Background: an optimization exercise with open tools, aiming at small area. Do not read the settings as production practice. Power is estimated from default activity; no workload was simulated.

==> v1: inputs <==
==> flow/design.v (excerpt) <==
module dino_game_top(
    input clk, rst,
    input jump, crouch,
    output [7:0] dinor,
    output [15:0] outc,
    output [6:0] HEX0, HEX1, HEX2, HEX3, HEX4, HEX5
);
    reg [5:0] u;
    wire [2:0] row = u[5:3];
    wire scan  = (u[2:0] == 3'd7);      
    wire gsamp = (u == 6'd35);          
    wire gtick = (u == 6'd39);          
    always @(posedge clk or negedge rst)
        if (!rst) u <= 6'd4;
        else u <= u + 6'd1;
    assign dinor = ~(8'b00000001 << row);
    wire button = !jump || !crouch;
    reg [5:0] blink_cnt;
    reg blink;
    always @(posedge clk or negedge rst) begin
        if (!rst) begin
            blink_cnt <= 0; blink <= 0;
        end else if (scan) begin
            if (blink_cnt == 6'd40) begin
                blink_cnt <= 0; blink <= ~blink;
            end else
                blink_cnt <= blink_cnt + 6'd1;
        end
    end
    reg [5:0] h;
    reg [3:0] anim_cnt;
    reg anim;
    reg jp, cp;             
    wire notjump = &h[5:1];
    wire crouching = notjump & h[0];
    wire running = notjump & ~h[0];
    always @(posedge clk or negedge rst) begin
        if (!rst) begin
            jp <= 0; cp <= 0;
        end else if (gsamp) begin
            jp <= !jump; cp <= !crouch;
        end
    end
    always @(posedge clk or negedge rst) begin
        if (!rst) begin
            h <= 6'd62; anim_cnt <= 0; anim <= 0;
        end else if (gtick) begin
            if (anim_cnt == 4'd10) begin
                anim_cnt <= 0; anim <= ~anim;
            end else
                anim_cnt <= anim_cnt + 4'd1;
            if (running) begin
                if (jp) h <= 6'd0;
                else if (cp) h <= 6'd63;
            end else if (crouching) begin
                if (!cp) h <= 6'd62;
            end else begin
                if (h == 6'd60) h <= 6'd62;
                else h <= h + 6'd1;
            end
        end
    end
    reg [15:0] p;
    always @(posedge clk or negedge rst)
        if (!rst) p <= 16'h62B5;
        else p <= {p[14:0], p[15] ^ p[13] ^ p[12] ^ p[10]};
    reg [1:0] gsr;
    reg pat;
    reg [4:0] x;
    reg [2:0] d;
    reg f;
    reg shape;
    reg [15:0] dino_row;
    always @(*) begin
        case ({crouching, ~notjump, anim})
  ...
Settings: LEC_CHECK=0, CAP_MARGIN=20, CORE_MARGIN=2, CORE_UTILIZATION=40, SLEW_MARGIN=20; clock period 10.0 ns.
run.sh (not shown) runs the stock make flow with config.mk's settings and CLKGATE_MAP_FILE= SYNTH_SCRIPT=/design/flow/synth_recipe.tcl, a recipe that flattens the netlist after the stock synthesis.
==> inputs of v31, as changes to v1 <==
- ABC_AREA: not set -> 1
- ABC_CLOCK_PERIOD_IN_PS: not set -> 10000
- CORE_UTILIZATION: 40 -> 50
==> inputs of v19, as changes to v1 <==
==> flow/flow/run.sh (new file) <==
#!/bin/bash
# Own flow: the standard ORFS layout (standard.sh), with these changes:
#  - no half/full-adder cell mapping in synthesis (abc maps the adders as gates);
#  - the port buffers are buf_1 cells;
#  - CTS uses clkbuf_8 buffers, larger sink clusters and no dummy loads.
set -euo pipefail
export ADDER_MAP_FILE=
export BUFFER_PORTS_ARGS="-buffer_cell sky130_fd_sc_hd__buf_1"
export CTS_ARGS="-sink_clustering_enable -repair_clock_nets -buf_list sky130_fd_sc_hd__clkbuf_8 -sink_clustering_size 25 -sink_clustering_max_diameter 60 -dont_use_dummy_load"
bash standard.sh > standard_flow.log 2>&1
==> flow/standard.sh (new file) <==
#!/bin/bash
# synth_recipe.tcl (not shown) runs the flow's synth.tcl, then flattens the netlist and writes it again
# the make line also repeats each setting of config.mk as NAME=value (left out here)
make -C /OpenROAD-flow-scripts/flow DESIGN_CONFIG=/design/flow/config.mk WORK_HOME=/design/flow/orfs CLKGATE_MAP_FILE= SYNTH_SCRIPT=/design/flow/synth_recipe.tcl "${@:-finish}"
- ABC_AREA: not set -> 1
- CORE_UTILIZATION: 40 -> 50
removed: flow/run.sh
==> inputs of v12, as changes to v1 <==
==> flow/flow/run.sh (new file) <==
#!/bin/bash
# Own flow: the standard ORFS layout (standard.sh), with these changes:
#  - synthesis: no half/full-adder cells (abc maps adders as plain gates), and
#    the final abc mapping uses flow/area.abc (area-oriented dch + map -a);
#    everything else, registers included, is the standard flow's synthesis script;
#  - the port buffers are buf_1 cells;
#  - CTS uses clkbuf_8 buffers, larger sink clusters and no dummy loads.
# Every tool's output goes to standard_flow.log here, and ORFS's own logs to orfs/logs.
set -euo pipefail
work=$PWD
export ADDER_MAP_FILE=
export BUFFER_PORTS_ARGS="-buffer_cell sky130_fd_sc_hd__buf_1"
export CTS_ARGS="-sink_clustering_enable -repair_clock_nets -buf_list sky130_fd_sc_hd__clkbuf_8 -sink_clustering_size 25 -sink_clustering_max_diameter 60 -dont_use_dummy_load"
export MY_ABC_SCRIPT=$work/flow/area.abc
cat > $work/own_synth.tcl <<EOT
# The standard flow's synthesis script, with abc's -script replaced by \$::env(MY_ABC_SCRIPT)
proc abc {args} {
  set i [lsearch -exact \$args -script]
  if { \$i >= 0 } {
    set args [lreplace \$args [expr {\$i + 1}] [expr {\$i + 1}] \$::env(MY_ABC_SCRIPT)]
  }
  yosys abc {*}\$args
}
source $work/synth_recipe.tcl
EOT
sed "s|SYNTH_SCRIPT=[^ ]*|SYNTH_SCRIPT=$work/own_synth.tcl|" standard.sh > own_standard.sh
grep -q "SYNTH_SCRIPT=$work/own_synth.tcl" own_standard.sh
bash own_standard.sh > standard_flow.log 2>&1
==> flow/flow/area.abc (new file) <==
strash
dc2
dch -f
map -a
strash
dc2
dch -f
map -a
topo
==> flow/standard.sh (new file) <==
#!/bin/bash
# synth_recipe.tcl (not shown) runs the flow's synth.tcl, then flattens the netlist and writes it again
# the make line also repeats each setting of config.mk as NAME=value (left out here)
make -C /OpenROAD-flow-scripts/flow DESIGN_CONFIG=/design/flow/config.mk WORK_HOME=/design/flow/orfs CLKGATE_MAP_FILE= SYNTH_SCRIPT=/design/flow/synth_recipe.tcl "${@:-finish}"
- ABC_AREA: not set -> 1
- CORE_UTILIZATION: 40 -> 50
removed: flow/run.sh
==> comparison table <==
Crit path max fanout: v19 11; v31 12; v12 14; v1 31
Switching Fraction: v19 35.4%; v31 32.6%; v12 20.9%; v1 26.0%
Post-layout power: v19 0.806 mW; v31 1.10 mW; v12 0.528 mW; v1 0.859 mW
Fin area: v19 6070 um^2; v31 7180 um^2; v12 5480 um^2; v1 7430 um^2
Setup crit start: v19 gsr[0]$_DFFE_PN0P_; v31 gsr[0]$_DFFE_PN0P_; v12 h[2]$_DFFE_PN1P_; v1 u[4]$_DFF_PN0_
Leading cell type by number of instances after synthesis: v19 sky130_fd_sc_hd__nand2_1; v31 sky130_fd_sc_hd__nand2_1; v12 sky130_fd_sc_hd__nor2_1; v1 sky130_fd_sc_hd__nor2_1
Global-route wire length before repair: v19 22,700 um; v31 24,900 um; v12 20,200 um; v1 27,500 um
Part of the power in registers: v19 47.9%; v31 36.7%; v12 63.7%; v1 43.2%
Endpoint of the worst setup timing path: v19 outc[0]; v31 outc[0]; v12 digit5[2]$_DFFE_PN0P_; v1 outc[15]
Drt pass-1 iters: v19 6; v31 5; v12 5; v1 5
Sequential portion of the cell area: v19 34.6%; v31 29.3%; v12 38.3%; v1 28.3%
Worst reg2reg path startpoint: v19 u[4]$_DFF_PN0_; v31 u[5]$_DFF_PN0_; v12 h[2]$_DFFE_PN1P_; v1 u[5]$_DFF_PN0_
Startpoint-to-endpoint class of the critical path: v19 register to output pin; v31 register to output pin; v12 register to register; v1 register to output pin
Clock tree cell share of total cell area: v19 2.04%; v31 4.29%; v12 2.26%; v1 4.33%
Result of the run: v19 finished clean; v31 finished clean; v12 finished clean; v1 finished clean
Complex-gate fraction of the synthesized area: v19 15.1%; v31 15.8%; v12 20.4%; v1 24.3%
Fillcell total: v19 1,089; v31 1,058; v12 976; v1 1,499
Final clock skew: v19 0.0316 ns; v31 0.00551 ns; v12 0.0426 ns; v1 0.0130 ns
Count of cell types in the netlist: v19 45; v31 49; v12 30; v1 82
CP most frequent cell: v19 -; v31 sky130_fd_sc_hd__inv_1; v12 sky130_fd_sc_hd__clkinv_1; v1 -
Skew-Pair Late Insertion Delay: v19 0.37 ns; v31 0.35 ns; v12 0.35 ns; v1 0.35 ns
No run of this note included a check of the RTL's function; only the layout flow was run.

[separate check: timing with driven ports]
In the flow no input, the clock included, has a driving cell. The finished layouts below were timed again as built, in two steps.
Step 1, drivers: a clkbuf_16 drives clk and a buf_2 each remaining input, both assumed.
Step 2 moves the port delays by t, midway between the first and last clock arrival at a register: inputs arrive t later, outputs are due t later. That takes back most of the time a late clock gives input paths.
Three values: no drivers, after step 1, after step 2; two values: the first two.
run | t, ns | setup WS [ns] | slew at the worst register clock pin (ns) | worst data-port slew with drivers (ns) | cell pins on the clock port's net
v1 | 0.376 | 4.502 / 4.466 / 4.841 | 0.07 / 0.07 | 0.04 | 1
v31 | 0.387 | 4.425 / 4.385 / 4.772 | 0.07 / 0.07 | 0.03 | 1
v19 | 0.388 | 5.100 / 5.066 / 5.454 | 0.10 / 0.10 | 0.03 | 1
v12 | 0.359 | 3.751 / 3.751 / 3.751 | 0.10 / 0.10 | 0.03 | 1
After both steps every run listed still meets setup and hold.
